This is an optimization exercise on Yosys and OpenROAD, whose aim is small area, a short achievable clock period and few clock cycles per item, not a production implementation. RTL that was checked went through simulation tests only; none was proved equivalent to the original. No activity file was given, so power comes from the tool's default toggle rates.

==> run a: inputs <==
==> flow/design.v <==
`timescale 1ns / 1ps
module div_iter (
  input div_clk,
  input resetn,
  input div,
  input div_signed,
  input [31:0] x,
  input [31:0] y,
  output [31:0] s,
  output [31:0] r,
  output reg complete
  );
  localparam IDLE = 3'd0, ALIGN = 3'd1, ITER = 3'd2, FIX1 = 3'd3, FIX2 = 3'd4;
  reg [2:0]  st;
  reg [31:0] R;
  reg [31:0] Q;
  reg [32:0] D;      
  reg [5:0]  xl;
  reg [5:0]  yl;
  reg [4:0]  cnt;
  reg        xn;     
  reg        sn;     
  reg        yp;     
  reg        sp;     
  wire xneg = div_signed & x[31];
  wire yneg = div_signed & y[31];
  wire [31:0] x_c = xneg ? ~x : x;
  wire [31:0] y_c = yneg ? ~y : y;
  function [5:0] blen;
    input [31:0] v;
    integer i;
    begin
      blen = 6'd0;
      for (i = 0; i < 32; i = i + 1)
        if (v[i]) blen = i + 1;
    end
  endfunction
  wire [5:0] xl_in = blen(x_c);
  wire [5:0] yl_in = blen(y_c) | {5'd0, yneg & ~|y_c};
  wire [6:0] kdiff = {1'b0, xl} - {1'b0, yl};
  wire       q_zero = kdiff[6] & ~(xn & (&kdiff));    
  wire       k_neg = kdiff[6];
  wire       y_zero = (yl == 6'd0) & yp;
  wire [4:0] k = kdiff[4:0];
  wire [32:0] d1 = k[0] ? {D[31:0], yp}         : D;
  wire [32:0] d2 = k[1] ? {d1[30:0], {2{yp}}}   : d1;
  wire [32:0] d3 = k[2] ? {d2[28:0], {4{yp}}}   : d2;
  wire [32:0] d4 = k[3] ? {d3[24:0], {8{yp}}}   : d3;
  wire [32:0] d5 = k[4] ? {d4[16:0], {16{yp}}}  : d4;
  wire [33:0] t = {2'b00, R} + {1'b1, D} + {33'd0, yp};
  wire        qbit = ~t[33];
  wire        special = &t;
  wire [31:0] q_fix = (Q ^ {32{sn}}) + {31'd0, sn ^ sp};
  always @(posedge div_clk) begin
    if (!resetn) begin
      st       <= IDLE;
      complete <= 1'b0;
    end else begin
      complete <= 1'b0;
      case (st)
        IDLE: begin
          if (div) begin
            R  <= x_c;
            D  <= {1'b1, y ^ {32{~yneg}}};
            xl <= xl_in;
            yl <= yl_in;
            xn <= xneg;
            sn <= xneg ^ yneg;
            yp <= ~yneg;
            sp <= 1'b0;
            st <= ALIGN;
          end
        end
        ALIGN: begin
          Q   <= 32'd0;
          cnt <= k;
          if (y_zero) begin
            R        <= x;
            Q        <= sn ? 32'd1 : 32'hffffffff;
            complete <= 1'b1;
            st       <= IDLE;
          end else if (q_zero) begin
            R        <= x;
            complete <= 1'b1;
            st       <= IDLE;
          end else if (k_neg) begin
            st <= FIX1;
          end else begin
            D  <= d5;
            st <= ITER;
          end
        end
        ITER: begin
          if (qbit) R <= t[31:0];
          Q   <= {Q[30:0], qbit};
          cnt <= cnt - 5'd1;
          if (cnt != 5'd0)
            D <= {1'b1, D[32:1]};
          else if (xn)
            st <= FIX1;
          else if (sn)
            st <= FIX2;
          else begin
            complete <= 1'b1;
            st       <= IDLE;
          end
        end
        FIX1: begin
          R  <= special ? 32'd0 : ~R;
          sp <= special;
          if (special | sn)
            st <= FIX2;
          else begin
            complete <= 1'b1;
            st       <= IDLE;
          end
        end
        default: begin
          Q        <= q_fix;
          complete <= 1'b1;
          st       <= IDLE;
        end
      endcase
    end
  end
  assign s = Q;
  assign r = R;
endmodule
==> flow/run.sh <==
#!/bin/bash
# synth_recipe.tcl (not shown) runs the flow's synth.tcl, then flattens the netlist and writes it again
# the make line also repeats each setting of config.mk as NAME=value (left out here)
make -C /OpenROAD-flow-scripts/flow DESIGN_CONFIG=/design/flow/config.mk WORK_HOME=/design/flow/orfs CLKGATE_MAP_FILE= SYNTH_SCRIPT=/design/flow/synth_recipe.tcl finish
==> flow/config.mk <==
export PLATFORM = sky130hd
export DESIGN_NAME = div_iter
export DESIGN_NICKNAME = div_iter
export VERILOG_FILES = /design/flow/design.v
export SDC_FILE = /design/flow/constraint.sdc
export NUM_CORES = 4
export LEC_CHECK = 0
export CAP_MARGIN = 20
export CORE_MARGIN = 2
export CORE_UTILIZATION = 40
export SETUP_SLACK_MARGIN = 2.5
export SLEW_MARGIN = 20
==> flow/constraint.sdc <==
create_clock -name core_clock -period 5.0 [get_ports {div_clk}]
set_input_delay 1.0000 -clock core_clock [delete_from_list [all_inputs] [get_ports {div_clk}]]
set_output_delay 1.0000 -clock core_clock [all_outputs]
set_load 0.01 [all_outputs]
==> run b: changes against run a <==
==> flow/design.v (replaced) <==
`timescale 1ns / 1ps
module div_iter (
  input div_clk,
  input resetn,
  input div,
  input div_signed,
  input [31:0] x,
  input [31:0] y,
  output [31:0] s,
  output [31:0] r,
  output reg complete
  );
  localparam IDLE = 3'd0, ALIGN = 3'd1, ITER = 3'd2, FIX1 = 3'd3, FIX2 = 3'd4;
  genvar l, i;
  reg [2:0]  st;
  reg [31:0] R;
  reg [31:0] Q;
  reg [32:0] D;      
  reg [5:0]  cnt;    
  reg        xn;     
  reg        sn;     
  reg        yp;     
  reg        yz;     
  reg        sp;     
  wire xneg = div_signed & x[31];
  wire yneg = div_signed & y[31];
  wire [31:0] x_c = x ^ {32{xneg}};
  wire [31:0] y_c = y ^ {32{yneg}};
  function [5:0] blen;
    input [31:0] v;
    integer j;
    begin
      blen = 6'd0;
      for (j = 0; j < 32; j = j + 1)
        if (v[j]) blen = j + 1;
    end
  endfunction
  wire [5:0] xl = blen(x_c);
  wire [5:0] yl = blen(y_c) | {5'd0, yneg & ~|y_c};
  wire [6:0] kdiff = {1'b0, xl} - {1'b0, yl};
  wire [6:0] kq    = {1'b0, xl} + {6'd0, xneg} - {1'b0, yl};
  wire [4:0]  k  = cnt[4:0] & {5{~cnt[5]}};
  wire        yf = ~yneg;
  wire [32:0] d0 = {1'b1, y ^ {32{yf}}};
  wire [32:0] d1 = k[0] ? {d0[31:0], yf}        : d0;
  wire [32:0] d2 = k[1] ? {d1[30:0], {2{yf}}}   : d1;
  wire [32:0] d3 = k[2] ? {d2[28:0], {4{yf}}}   : d2;
  wire [32:0] d4 = k[3] ? {d3[24:0], {8{yf}}}   : d3;
  wire [32:0] d5 = k[4] ? {d4[16:0], {16{yf}}}  : d4;
  wire [34:0] pa = {1'b1, D, 1'b0} ^ {2'b00, R, 1'b0};
  wire [34:0] ga = ({1'b1, D, 1'b0} & {2'b00, R, 1'b0}) | {34'd0, yp};
  wire [34:0] gl [0:6];
  wire [34:0] pl [0:6];
  assign gl[0] = ga;
  assign pl[0] = pa;
  generate
    for (l = 0; l < 6; l = l + 1) begin : lvl
      for (i = 0; i < 35; i = i + 1) begin : b_
        if ((i >> l) & 1) begin : comb
          assign gl[l+1][i] = gl[l][i] | (pl[l][i] & gl[l][((i >> l) << l) - 1]);
          assign pl[l+1][i] = pl[l][i] & pl[l][((i >> l) << l) - 1];
        end else begin : pass
          assign gl[l+1][i] = gl[l][i];
          assign pl[l+1][i] = pl[l][i];
        end
      end
    end
  endgenerate
  wire [33:0] t = pa[34:1] ^ gl[6][33:0];
  wire        qbit = ~t[33];
  wire        special = &t;
  wire [31:0] qv = Q ^ {32{sn}};
  wire [32:0] al [0:5];
  assign al[0] = {qv, sn ^ sp};
  generate
    for (l = 0; l < 5; l = l + 1) begin : ilvl
      for (i = 0; i < 33; i = i + 1) begin : ib_
        if ((i >> l) & 1) begin : comb
          assign al[l+1][i] = al[l][i] & al[l][((i >> l) << l) - 1];
        end else begin : pass
          assign al[l+1][i] = al[l][i];
        end
      end
    end
  endgenerate
  wire [31:0] q_fix = qv ^ al[5][31:0];
  always @(posedge div_clk) begin
    if (!resetn) begin
      st       <= IDLE;
      complete <= 1'b0;
    end else begin
      complete <= 1'b0;
      case (st)
        IDLE: begin
          if (div) begin
            R   <= x;
            Q   <= 32'd0;
            cnt <= kdiff[5:0];
            xn  <= xneg;
            sn  <= xneg ^ yneg;
            yp  <= ~yneg;
            yz  <= ~|y;
            sp  <= 1'b0;
            if (kq[6]) begin
              complete <= 1'b1;
              st       <= IDLE;
            end else
              st <= ALIGN;
          end
        end
        ALIGN: begin
          R <= x_c;
          D <= d5;
          if (yz) begin
            Q <= 32'hffffffff;
            if (sn)
              st <= FIX2;
            else begin
              complete <= 1'b1;
              st       <= IDLE;
            end
          end else if (cnt[5])
            st <= FIX1;
          else
            st <= ITER;
        end
        ITER: begin
          if (qbit) R <= t[31:0];
          Q   <= {Q[30:0], qbit};
          cnt <= cnt - 6'd1;
          if (cnt != 6'd0)
            D <= {1'b1, D[32:1]};
          else if (xn)
            st <= FIX1;
          else if (sn)
            st <= FIX2;
          else begin
            complete <= 1'b1;
            st       <= IDLE;
          end
        end
        FIX1: begin
          sp <= special;
          st <= FIX2;
        end
        default: begin
          if (xn) R <= sp ? 32'd0 : ~R;
          Q        <= q_fix;
          complete <= 1'b1;
          st       <= IDLE;
        end
      endcase
    end
  end
  assign s = Q;
  assign r = R;
endmodule
==> flow/flow/run.sh (new file) <==
#!/bin/bash
# The standard layout, with the synthesis left to map adders as plain
# logic (no half/full adder cells), so that abc sees whole carry paths.
set -euo pipefail
bash standard.sh ADDER_MAP_FILE= finish > standard.log 2>&1
==> flow/standard.sh (new file) <==
#!/bin/bash
# synth_recipe.tcl (not shown) runs the flow's synth.tcl, then flattens the netlist and writes it again
# the make line also repeats each setting of config.mk as NAME=value (left out here)
make -C /OpenROAD-flow-scripts/flow DESIGN_CONFIG=/design/flow/config.mk WORK_HOME=/design/flow/orfs CLKGATE_MAP_FILE= SYNTH_SCRIPT=/design/flow/synth_recipe.tcl "${@:-finish}"
- SETUP_SLACK_MARGIN: 2.5 -> 1.5
removed: flow/run.sh
==> run c: changes against run a <==
==> flow/design.v (replaced) <==
`timescale 1ns / 1ps
module div_iter (
  input div_clk,
  input resetn,
  input div,
  input div_signed,
  input [31:0] x,
  input [31:0] y,
  output [31:0] s,
  output [31:0] r,
  output reg complete
  );
  localparam IDLE = 3'd0, ALIGN = 3'd1, ITER = 3'd2, FIX1 = 3'd3, FIX2 = 3'd4;
  genvar l, i;
  reg [2:0]  st;
  reg [31:0] R;
  reg [31:0] Q;
  reg [32:0] D;      
  reg [4:0]  cnt;    
  reg        xn;     
  reg        sn;     
  reg        yp;     
  reg        yz;     
  reg        sp;     
  wire xneg = div_signed & x[31];
  wire yneg = div_signed & y[31];
  wire [31:0] x_c = x ^ {32{xneg}};
  wire [31:0] y_c = y ^ {32{yneg}};
  function [5:0] blen;
    input [31:0] v;
    integer j;
    begin
      blen = 6'd0;
      for (j = 0; j < 32; j = j + 1)
        if (v[j]) blen = j + 1;
    end
  endfunction
  wire [5:0] xl = blen(x_c);
  wire [5:0] yl = blen(y_c) | {5'd0, yneg & ~|y_c};
  wire [6:0] kdiff = {1'b0, xl} - {1'b0, yl};
  wire [6:0] kq    = {1'b0, xl} + {6'd0, xneg} - {1'b0, yl};
  wire [4:0]  k  = cnt;
  wire        yf = ~yneg;
  wire [32:0] d0 = {1'b1, y ^ {32{yf}}};
  wire [32:0] d1 = k[0] ? {d0[31:0], yf}        : d0;
  wire [32:0] d2 = k[1] ? {d1[30:0], {2{yf}}}   : d1;
  wire [32:0] d3 = k[2] ? {d2[28:0], {4{yf}}}   : d2;
  wire [32:0] d4 = k[3] ? {d3[24:0], {8{yf}}}   : d3;
  wire [32:0] d5 = k[4] ? {d4[16:0], {16{yf}}}  : d4;
  wire [34:0] pa = {1'b1, D, 1'b0} ^ {2'b00, R, 1'b0};
  wire [34:0] ga = ({1'b1, D, 1'b0} & {2'b00, R, 1'b0}) | {34'd0, yp};
  wire [33:0] t = {2'b00, R} + {1'b1, D} + {33'd0, yp};
  wire        qbit = ~t[33];
  wire        special = &(pa[34:1] ^ ga[33:0]);
  wire [31:0] qv = Q ^ {32{sn}};
  wire [32:0] qc;
  assign qc[0] = sn ^ sp;
  generate
    for (i = 0; i < 32; i = i + 1) begin : inc_
      assign qc[i+1] = qc[i] & qv[i];
    end
  endgenerate
  wire [31:0] q_fix = qv ^ qc[31:0];
  always @(posedge div_clk) begin
    if (!resetn) begin
      st       <= IDLE;
      complete <= 1'b0;
    end else begin
      complete <= 1'b0;
      case (st)
        IDLE: begin
          if (div) begin
            R   <= x;
            Q   <= 32'd0;
            cnt <= kdiff[4:0] & {5{~kdiff[6]}};
            xn  <= xneg;
            sn  <= xneg ^ yneg;
            yp  <= ~yneg;
            yz  <= ~|y;
            sp  <= 1'b0;
            if (kq[6]) begin
              complete <= 1'b1;
              st       <= IDLE;
            end else
              st <= ALIGN;
          end
        end
        ALIGN: begin
          R <= x_c;
          D <= d5;
          if (yz) begin
            Q <= 32'hffffffff;
            if (sn)
              st <= FIX2;
            else begin
              complete <= 1'b1;
              st       <= IDLE;
            end
          end else
            st <= ITER;
        end
        ITER: begin
          if (qbit) R <= t[31:0];
          Q   <= {Q[30:0], qbit};
          cnt <= cnt - 5'd1;
          if (cnt != 5'd0)
            D <= {1'b1, D[32:1]};
          else if (xn)
            st <= FIX1;
          else if (sn)
            st <= FIX2;
          else begin
            complete <= 1'b1;
            st       <= IDLE;
          end
        end
        FIX1: begin
          sp <= special;
          st <= FIX2;
        end
        default: begin
          if (xn) R <= sp ? 32'd0 : ~R;
          Q        <= q_fix;
          complete <= 1'b1;
          st       <= IDLE;
        end
      endcase
    end
  end
  assign s = Q;
  assign r = R;
endmodule
==> flow/flow/run.sh (new file) <==
#!/bin/bash
# The standard layout with these changes to how it is made:
# - synthesis maps adders as plain logic (no half/full adder cells), so that
#   abc sees and balances whole carry paths;
# - abc maps with flow/abc.script (see flow/synth.tcl): the logic is
#   balanced for depth and then mapped with the delay-oriented mapper;
# - every port still gets a buffer, but the smallest plain buffer (buf_1)
#   rather than the delay buffer the resizer picks by default.
# Everything else, including the registers, is the standard synthesis and
# layout.
set -euo pipefail
here=$(pwd)
bash standard.sh ADDER_MAP_FILE= "BUFFER_PORTS_ARGS=-buffer_cell sky130_fd_sc_hd__buf_1" SYNTH_SCRIPT="$here/flow/synth.tcl" finish > standard.log 2>&1
==> flow/flow/abc.script (new file) <==
strash
&get -n
&st
&dch
&nf
&st
&syn2
&if -g -K 6
&synch2
&nf
&st
&syn2
&if -g -K 6
&synch2
&put
dch -f
map
buffer -c
topo
upsize -c
dnsize -c
==> flow/flow/synth.tcl (new file) <==
proc synth {args} { yosys synth -nofsm -noshare {*}$args }
# Technology mapping with our own abc script (flow/abc.script beside this
# file): balance the logic, then the delay-oriented classic mapper.
set ::my_abc_script [file join [file dirname [file normalize [info script]]] abc.script]
proc abc {args} {
  set i [lsearch -exact $args -script]
  if { $i >= 0 } { set args [lreplace $args $i [expr {$i + 1}] -script $::my_abc_script] }
  yosys abc {*}$args
}
source $::env(SCRIPTS_DIR)/synth.tcl
# left out here: clear keep_hierarchy, flatten, clean up, hide names made inside functions, write 1_2_yosys.v
==> flow/standard.sh (new file) <==
#!/bin/bash
# synth_recipe.tcl (not shown) runs the flow's synth.tcl, then flattens the netlist and writes it again
# the make line also repeats each setting of config.mk as NAME=value (left out here)
make -C /OpenROAD-flow-scripts/flow DESIGN_CONFIG=/design/flow/config.mk WORK_HOME=/design/flow/orfs CLKGATE_MAP_FILE= SYNTH_SCRIPT=/design/flow/synth_recipe.tcl "${@:-finish}"
- CORE_UTILIZATION: 40 -> 60
- SETUP_SLACK_MARGIN: 2.5 -> 1.5
removed: flow/run.sh
==> qor summary <==
item                                                             run c               run b             run a
Switching power of the nets                                    1.66 mW             1.59 mW           2.52 mW
Simple-gate area share of the yosys netlist                      0.260               0.223             0.207
Number of clock buffer instances in the layout                       9                   9                18
First-pass GRT wire length                                    68300 um            66800 um          76300 um
Data buffer area share                                          0.0527               0.142             0.177
Adder-cell share of the synthesized area                             0             0.00991            0.0434
Maximum vdd drop                                            0.000167 V          0.000177 V        0.000281 V
Tapcell Cnt                                                        270                 396               442
Max Clock Freq                                               0.291 GHz           0.257 GHz         0.230 GHz
Combinational Power Share                                        0.435               0.466             0.537
Maximum fanout encountered on the critical timing path               9                   4                 9
Via total after detailed routing                                 14400               13300             14300
Synthesized instance count                                        1843                1660              1649
Max Clock Skew                                               0.0233 ns           0.0239 ns         0.0140 ns
Fraction of power consumed by sequential logic                   0.346               0.340             0.248
Floorplan die area                                           21600 um2           32400 um2         34500 um2
Sequential power                                               1.29 mW             1.34 mW           1.48 mW
Status                                                  finished clean      finished clean    finished clean
Slack of the critical path                                     1.57 ns             1.10 ns          0.652 ns
Sink of the worst hold path                             D[6]$_DFFE_PP_  st[2]$_SDFFE_PN0P_  cnt[0]$_DFFE_PP_
Power density over the cells                                278 nW/um2          251 nW/um2        321 nW/um2
Design internal power                                          2.08 mW             2.33 mW           3.47 mW
Testbench counts of run b, summed over its fixed seeds: cycles 37,988, divs 4,800.
Testbench counts of run c, summed over its fixed seeds: cycles 38,018, divs 4,800.
The RTL of run a was laid out without a check of its function.

==> static timing again, ports no longer ideal <==
How much do the figures lean on ideal ports? The routed layouts below were timed once more, with nothing changed but the port constraints. Step 1 sets driving cells, clkbuf_16 on the clock port and buf_2 on the other inputs (assumed; they add their load-dependent delay and slew). Step 2 also shifts input and output timing later by t, the mid clock arrival at the registers, as if the neighbouring blocks saw the same clock. a / b / c = ideal ports / drivers / drivers and shift; a / b = the first two.
| run | t, ns | setup WS [ns] | latest minus earliest clock arrival (ns) | worst data-port slew with drivers (ns) |
|---|---|---|---|---|
| run a | 0.484 | 0.652 / 0.652 / 0.652 | 0.014 / 0.014 | 0.07 |
| run b | 0.412 | 1.102 / 1.102 / 0.895 | 0.024 / 0.024 | 0.06 |
| run c | 0.413 | 1.569 / 1.598 / 1.185 | 0.024 / 0.024 | 0.07 |
After both steps setup and hold are still met in every run listed. The setup slack of run c, which loses most, moves by +0.029 ns with the drivers and by -0.384 ns with both steps.
